Context: an optimization exercise on an open-source flow, tuned for a short achievable clock period and few clock cycles. The choices shown serve that exercise and are no tape-out recipe. Function was checked by simulation only, so behaviour that the tests miss may differ from the original. Power is estimated from default activity; no workload was simulated.

==> build 29 <==
==> flow/design.v <==
package definitions;
localparam logic [2:0] _CMP     = 3'b000;
localparam logic [2:0] _BRANCH  = 3'b001;
localparam logic [2:0] _LOAD    = 3'b010;
localparam logic [2:0] _STORE   = 3'b011;
localparam logic [2:0] _XOR     = 3'b100;
localparam logic [2:0] _ADD     = 3'b101;
localparam logic [2:0] _SUB     = 3'b110;
localparam logic [2:0] _LSHIFT  = 3'b111;
endpackage
import definitions::*;
module TopLevel(
	input Reset,    
          Clk,	    
	output logic Ack,	    
	output [9:0] InstAddr,
	input  [8:0] InstData,
	output [7:0] DataAddr,
	output [7:0] DataWrite,
	output       DataWriteEn,
	input  [7:0] DataRead
);
function automatic logic [8:0] padd8(input logic [7:0] a, input logic [7:0] b, input logic cin);
  logic [7:0] g, p, gg, pp, gn, pn;
  logic [8:0] c;
  g = a & b;
  p = a ^ b;
  gg = g; pp = p;
  for (int d = 1; d < 8; d = d * 2) begin
    gn = gg; pn = pp;
    for (int i = d; i < 8; i++) begin
      gn[i] = gg[i] | (pp[i] & gg[i-d]);
      pn[i] = pp[i] & pp[i-d];
    end
    gg = gn; pp = pn;
  end
  c[0] = cin;
  for (int i = 0; i < 8; i++) c[i+1] = gg[i] | (pp[i] & cin);
  padd8 = {c[8], p ^ c[7:0]};
endfunction
function automatic logic [9:0] pinc10(input logic [9:0] a);
  logic [9:0] r;
  for (int i = 0; i < 10; i++) r[i] = a[i] ^ (&(a | ~((10'd1 << i) - 10'd1)));
  pinc10 = r;
endfunction
function automatic logic ge7(input logic [6:0] a, input logic [6:0] b);
  logic [7:0] gt, eq, gt2, eq2;
  for (int i = 0; i < 7; i++) begin
    gt[i] = a[i] & ~b[i];
    eq[i] = ~(a[i] ^ b[i]);
  end
  gt[7] = 1'b0; eq[7] = 1'b1;
  for (int d = 1; d < 8; d = d * 2)
    for (int i = 0; i < 8; i += 2 * d) begin
      gt[i + 2*d - 1] = gt[i + 2*d - 1] | (eq[i + 2*d - 1] & gt[i + d - 1]);
      eq[i + 2*d - 1] = eq[i + 2*d - 1] & eq[i + d - 1];
    end
  ge7 = gt[7] | eq[7];
endfunction
logic [9:0] pc;
logic [7:0] rf [0:7];       
logic       isVal;          
logic       halted;
logic [7:0] valDest;        
logic [7:0] opA, opB, imm;
logic [7:0] shOH;           
logic       xAdd, xSub, xXor, xLsl, xRdx, xInc, xLd, xImm, xShift, xCmp, xSt;
logic [7:0] xWe;            
logic [7:0] resReg;
logic [7:0] rWe;
logic [7:0] curRf [0:7];
always_comb
  for (int i = 0; i < 8; i++) begin
    curRf[i] = rWe[i] ? resReg : rf[i];
    if (i == 7) curRf[i][7] = 1'b0;
  end
always_ff @(posedge Clk)
  for (int i = 0; i < 8; i++)
    if (Reset) rf[i] <= 8'd0;
    else       rf[i] <= curRf[i];
wire [7:0] sumAB  = padd8(opA, opB, 1'b0);
wire [7:0] diffAB = padd8(opA, ~opB, 1'b1);
wire [7:0] incB   = padd8(opB, 8'd0, 1'b1);
logic [7:0] lsl;
always_comb begin
  lsl = 8'd0;
  for (int j = 0; j < 8; j++)
    for (int k = 0; k <= j; k++)
      lsl[j] = lsl[j] | (shOH[k] & opA[j-k]);
end
wire [7:0] lfsr = {1'b0, curRf[7][5:0], ^(curRf[6][6:0] & curRf[7][6:0])};
wire [7:0] misc = ({8{xXor}}   & (opA ^ opB))
                | ({8{xLsl}}   & lsl)
                | ({8{xRdx}}   & {7'b0, ^opB})
                | ({8{xLd}}    & DataRead)
                | ({8{xImm}}   & imm)
                | ({8{xShift}} & lfsr);
wire [7:0] res  = ({8{xAdd}} & sumAB)
                | ({8{xSub}} & diffAB)
                | ({8{xInc}} & incB)
                | misc;
wire       fEx  = xCmp & (opA[7] ^ opB[7] ^ ge7(opA[6:0], opB[6:0]));
wire [8:0] w  = InstData;
wire [2:0] op = w[8:6];
wire [2:0] fa = w[5:3];
wire [2:0] fb = w[2:0];
wire       run = ~halted;
wire isBrGrp  = ~isVal & (op == _BRANCH);
wire isBr     = isBrGrp & (w[3:0] != 4'd0);
wire isHalt   = isBrGrp & (w[3:0] == 4'd0) & w[5];
wire isShift  = isBrGrp & (w[3:0] == 4'd0) & ~w[5];
wire isMov1   = ~isVal & (w[8:3] == 6'b111111);
wire isRdx    = ~isVal & (w[8:3] == 6'b111110);
wire isLslA   = ~isVal & (op == _LSHIFT) & (fa[2:1] != 2'b11);
wire isInc    = ~isVal & (op == _CMP) & (fa == 3'b111);
wire isLd     = ~isVal & (op == _LOAD);
wire isSt     = ~isVal & (op == _STORE);
wire isXor    = ~isVal & (op == _XOR);
wire isAdd    = ~isVal & (op == _ADD);
wire isSub    = ~isVal & (op == _SUB);
wire isCmpF   = (op == _CMP);        
wire [7:0] aOH = 8'd1 << fa;
wire [7:0] bOH = 8'd1 << fb;
wire [7:0] weD = isVal ? valDest
               : ({8{isLd | isXor | isAdd | isSub | isLslA}} & aOH)
               | ({8{isMov1 | isRdx | isInc}} & bOH)
               | {isShift, 7'b0};
wire [9:0] pcInc = pinc10(pc);
wire [8:0] loSum = padd8({3'b0, pc[4:0]}, {3'b0, w[4:0]}, 1'b0);
wire [4:0] hiP   = pinc10({5'b0, pc[9:5]});
wire [4:0] hiM   = ~pinc10({5'b0, ~pc[9:5]});
wire [4:0] hiBr  = (loSum[5] ^ w[4]) ? (w[4] ? hiM : hiP) : pc[9:5];
wire [9:0] pcBr  = {hiBr, loSum[4:0]};
wire [9:0] nextF0 = (isBr & ~w[5]) ? pcBr : pcInc;
wire [9:0] nextF1 = isBr ? pcBr : pcInc;
wire [9:0] pcNext = fEx ? nextF1 : nextF0;
wire fwdA  = xWe[fa];
wire fwdB  = xWe[fb];
wire fwdA7 = xWe[fa] & (fa != 3'd7);
wire fwdB7 = xWe[fb] & (fb != 3'd7);
wire [7:0] rfA = curRf[fa];
wire [7:0] rfB = curRf[fb];
wire [7:0] rdA = {fwdA7 ? res[7] : rfA[7], fwdA ? res[6:0] : rfA[6:0]};
wire [7:0] rdB = {fwdB7 ? res[7] : rfB[7], fwdB ? res[6:0] : rfB[6:0]};
always_ff @(posedge Clk) begin
  if (Reset) begin
    pc      <= 10'd0;
    isVal   <= 1'b0;
    halted  <= 1'b0;
    valDest <= 8'd0;
    {xAdd, xSub, xXor, xLsl, xRdx, xInc, xLd, xImm, xShift, xCmp, xSt} <= '0;
    xWe     <= 8'd0;
    rWe     <= 8'd0;
  end else begin
    pc      <= pcNext;
    isVal   <= run & isMov1;
    halted  <= halted | isHalt;
    valDest <= bOH;
    xAdd    <= run & isAdd;
    xSub    <= run & isSub;
    xXor    <= run & isXor;
    xLsl    <= run & (isLslA | isMov1);
    xRdx    <= run & isRdx;
    xInc    <= run & isInc;
    xLd     <= run & isLd;
    xImm    <= run & isVal;
    xShift  <= run & isShift;
    xCmp    <= run & isCmpF;
    xSt     <= run & isSt;
    xWe     <= {8{run}} & weD;
    rWe     <= xWe;
  end
  opA    <= rdA;
  opB    <= rdB;
  imm    <= w[7:0];
  shOH   <= bOH;
  resReg <= res;
end
assign InstAddr    = pc;
assign DataAddr    = opB;
assign DataWrite   = opA;
assign DataWriteEn = xSt;
assign Ack         = halted;
endmodule
==> flow/run.sh <==
#!/bin/bash
# synth_recipe.tcl (not shown) runs the flow's synth.tcl, then flattens the netlist and writes it again
# the make line also repeats each setting of config.mk as NAME=value (left out here)
make -C /OpenROAD-flow-scripts/flow DESIGN_CONFIG=/design/flow/config.mk WORK_HOME=/design/flow/orfs CLKGATE_MAP_FILE= SYNTH_SCRIPT=/design/flow/synth_recipe.tcl finish
==> flow/config.mk <==
export PLATFORM = sky130hd
export DESIGN_NAME = TopLevel
export DESIGN_NICKNAME = TopLevel
export VERILOG_FILES = /design/flow/design.v
export SDC_FILE = /design/flow/constraint.sdc
export NUM_CORES = 4
export LEC_CHECK = 0
export ABC_CLOCK_PERIOD_IN_PS = 2000
export CAP_MARGIN = 20
export CORE_MARGIN = 2
export CORE_UTILIZATION = 40
export SETUP_SLACK_MARGIN = 2.3
export SLEW_MARGIN = 20
export TNS_END_PERCENT = 100
==> flow/constraint.sdc <==
create_clock -name core_clock -period 4.2 [get_ports {Clk}]
set_input_delay 0.8400 -clock core_clock [delete_from_list [all_inputs] [get_ports {Clk}]]
set_output_delay 0.8400 -clock core_clock [all_outputs]
set_load 0.01 [all_outputs]
==> trial 41: changes against build 29 <==
==> flow/design.v, changed modules only <==
module TopLevel(
	input Reset,    
          Clk,	    
	output logic Ack,	    
	output [9:0] InstAddr,
	input  [8:0] InstData,
	output [7:0] DataAddr,
	output [7:0] DataWrite,
	output       DataWriteEn,
	input  [7:0] DataRead
);
logic [9:0] pc;
logic [7:0] rf [0:7];       
logic       isVal;          
logic       halted;
logic [7:0] valDest;        
logic [7:0] opA, opB, imm;
logic [7:0] shOH;           
logic       xAdd, xSub, xXor, xLsl, xRdx, xInc, xLd, xImm, xShift, xCmp, xSt;
logic [7:0] xWe;            
logic       xDest7;
wire [7:0] sumAB  = opA + opB;
wire [7:0] diffAB = opA - opB;
wire [7:0] incB   = opB + 8'd1;
logic [7:0] lsl;
always_comb begin
  lsl = 8'd0;
  for (int j = 0; j < 8; j++)
    for (int k = 0; k <= j; k++)
      lsl[j] = lsl[j] | (shOH[k] & opA[j-k]);
end
wire [7:0] lfsr = {1'b0, rf[7][5:0], ^(rf[6][6:0] & rf[7][6:0])};
wire [7:0] resRaw = ({8{xAdd}}   & sumAB)
                  | ({8{xSub}}   & diffAB)
                  | ({8{xXor}}   & (opA ^ opB))
                  | ({8{xLsl}}   & lsl)
                  | ({8{xRdx}}   & {7'b0, ^opB})
                  | ({8{xInc}}   & incB)
                  | ({8{xLd}}    & DataRead)
                  | ({8{xImm}}   & imm)
                  | ({8{xShift}} & lfsr);
wire [7:0] res = {resRaw[7] & ~xDest7, resRaw[6:0]};
wire       fEx = xCmp & ~diffAB[7];
always_ff @(posedge Clk)
  for (int i = 0; i < 8; i++)
    if (Reset)       rf[i] <= 8'd0;
    else if (xWe[i]) rf[i] <= res;
wire [8:0] w  = InstData;
wire [2:0] op = w[8:6];
wire [2:0] fa = w[5:3];
wire [2:0] fb = w[2:0];
wire       run = ~halted;
wire isBrGrp  = ~isVal & (op == _BRANCH);
wire isBr     = isBrGrp & (w[3:0] != 4'd0);
wire isHalt   = isBrGrp & (w[3:0] == 4'd0) & w[5];
wire isShift  = isBrGrp & (w[3:0] == 4'd0) & ~w[5];
wire taken    = isBr & (~w[5] | fEx);
wire isMov1   = ~isVal & (w[8:3] == 6'b111111);
wire isRdx    = ~isVal & (w[8:3] == 6'b111110);
wire isLslA   = ~isVal & (op == _LSHIFT) & (fa[2:1] != 2'b11);
wire isInc    = ~isVal & (op == _CMP) & (fa == 3'b111);
wire isLd     = ~isVal & (op == _LOAD);
wire isSt     = ~isVal & (op == _STORE);
wire isXor    = ~isVal & (op == _XOR);
wire isAdd    = ~isVal & (op == _ADD);
wire isSub    = ~isVal & (op == _SUB);
wire isCmpF   = (op == _CMP);        
wire [7:0] aOH = 8'd1 << fa;
wire [7:0] bOH = 8'd1 << fb;
wire [7:0] weD = isVal ? valDest
               : ({8{isLd | isXor | isAdd | isSub | isLslA}} & aOH)
               | ({8{isMov1 | isRdx | isInc}} & bOH)
               | {isShift, 7'b0};
wire [9:0] pcInc = pc + 10'd1;
wire [9:0] pcBr  = pc + {{5{w[4]}}, w[4:0]};
wire [7:0] rdA = xWe[fa] ? res : rf[fa];
wire [7:0] rdB = xWe[fb] ? res : rf[fb];
always_ff @(posedge Clk) begin
  if (Reset) begin
    pc      <= 10'd0;
    isVal   <= 1'b0;
    halted  <= 1'b0;
    valDest <= 8'd0;
    {xAdd, xSub, xXor, xLsl, xRdx, xInc, xLd, xImm, xShift, xCmp, xSt} <= '0;
    xWe     <= 8'd0;
    xDest7  <= 1'b0;
  end else begin
    pc      <= taken ? pcBr : pcInc;
    isVal   <= run & isMov1;
    halted  <= halted | isHalt;
    valDest <= bOH;
    xAdd    <= run & isAdd;
    xSub    <= run & isSub;
    xXor    <= run & isXor;
    xLsl    <= run & (isLslA | isMov1);
    xRdx    <= run & isRdx;
    xInc    <= run & isInc;
    xLd     <= run & isLd;
    xImm    <= run & isVal;
    xShift  <= run & isShift;
    xCmp    <= run & isCmpF;
    xSt     <= run & isSt;
    xWe     <= {8{run}} & weD;
    xDest7  <= weD[7];
  end
  opA  <= rdA;
  opB  <= rdB;
  imm  <= w[7:0];
  shOH <= bOH;
end
assign InstAddr    = pc;
assign DataAddr    = opB;
assign DataWrite   = opA;
assign DataWriteEn = xSt;
assign Ack         = halted;
endmodule
==> flow/config.mk (replaced) <==
export PLATFORM = sky130hd
export DESIGN_NAME = TopLevel
export DESIGN_NICKNAME = TopLevel
export VERILOG_FILES = /design/flow/design.v
export SDC_FILE = /design/flow/constraint.sdc
export NUM_CORES = 4
export LEC_CHECK = 0
export CAP_MARGIN = 20
export CORE_MARGIN = 2
export CORE_UTILIZATION = 40
export SLEW_MARGIN = 20
==> summary of the runs <==
Against build 29, the sequential power of trial 41 is smaller by about 10%.
In build 29 the setup slack is better than in trial 41, by 1.5 ns.
Synthesized cell count: trial 41 is smaller than build 29 (12%).
Against trial 41, the global-route usage of build 29 is higher by 2.3 points.
Wire length: build 29 is higher than trial 41 (about 25%).
Maximum frequency: trial 41 is smaller than build 29 (about 40%).
Combinational power: trial 41 is lower than build 29 (about 34%).
Final cell count: build 29 is higher than trial 41 (about 22%).
In build 29 the sequential cell count is higher than in trial 41, by 14.
Against trial 41, the via count of build 29 is larger by about 20%.
Testbench counts of build 29, summed over its fixed seeds: cycles 71,357.
Testbench counts of trial 41, summed over its fixed seeds: cycles 71,357.

==> port drivers added, routing unchanged <==
The results above use ideal ports. As a check the final layouts listed here were re-extracted and re-timed, cells and wires unchanged.
Step 1, drivers: a clkbuf_16 drives Clk and a buf_2 each remaining input, both assumed.
Step 2 moves the port delays by t, midway between the first and last clock arrival at a register: inputs arrive t later, outputs are due t later. That takes back most of the time a late clock gives input paths.
Slacks: ideal / step 1 / step 2; pairs: ideal / step 1.
run	shift t [ns]	setup WS [ns]	worst setup path at the end	slew at the worst register clock pin (ns)	pins driven straight from the clock port
build 29	0.477	1.882 / 1.882 / 1.454	input to register	0.07 / 0.07	1
trial 41	0.457	0.421 / 0.421 / 0.257	input to register	0.06 / 0.06	1
After both steps every run listed still meets setup and hold. For build 29, which loses most, drivers alone change the setup slack by 0.000 ns; drivers and shift together by -0.428 ns.
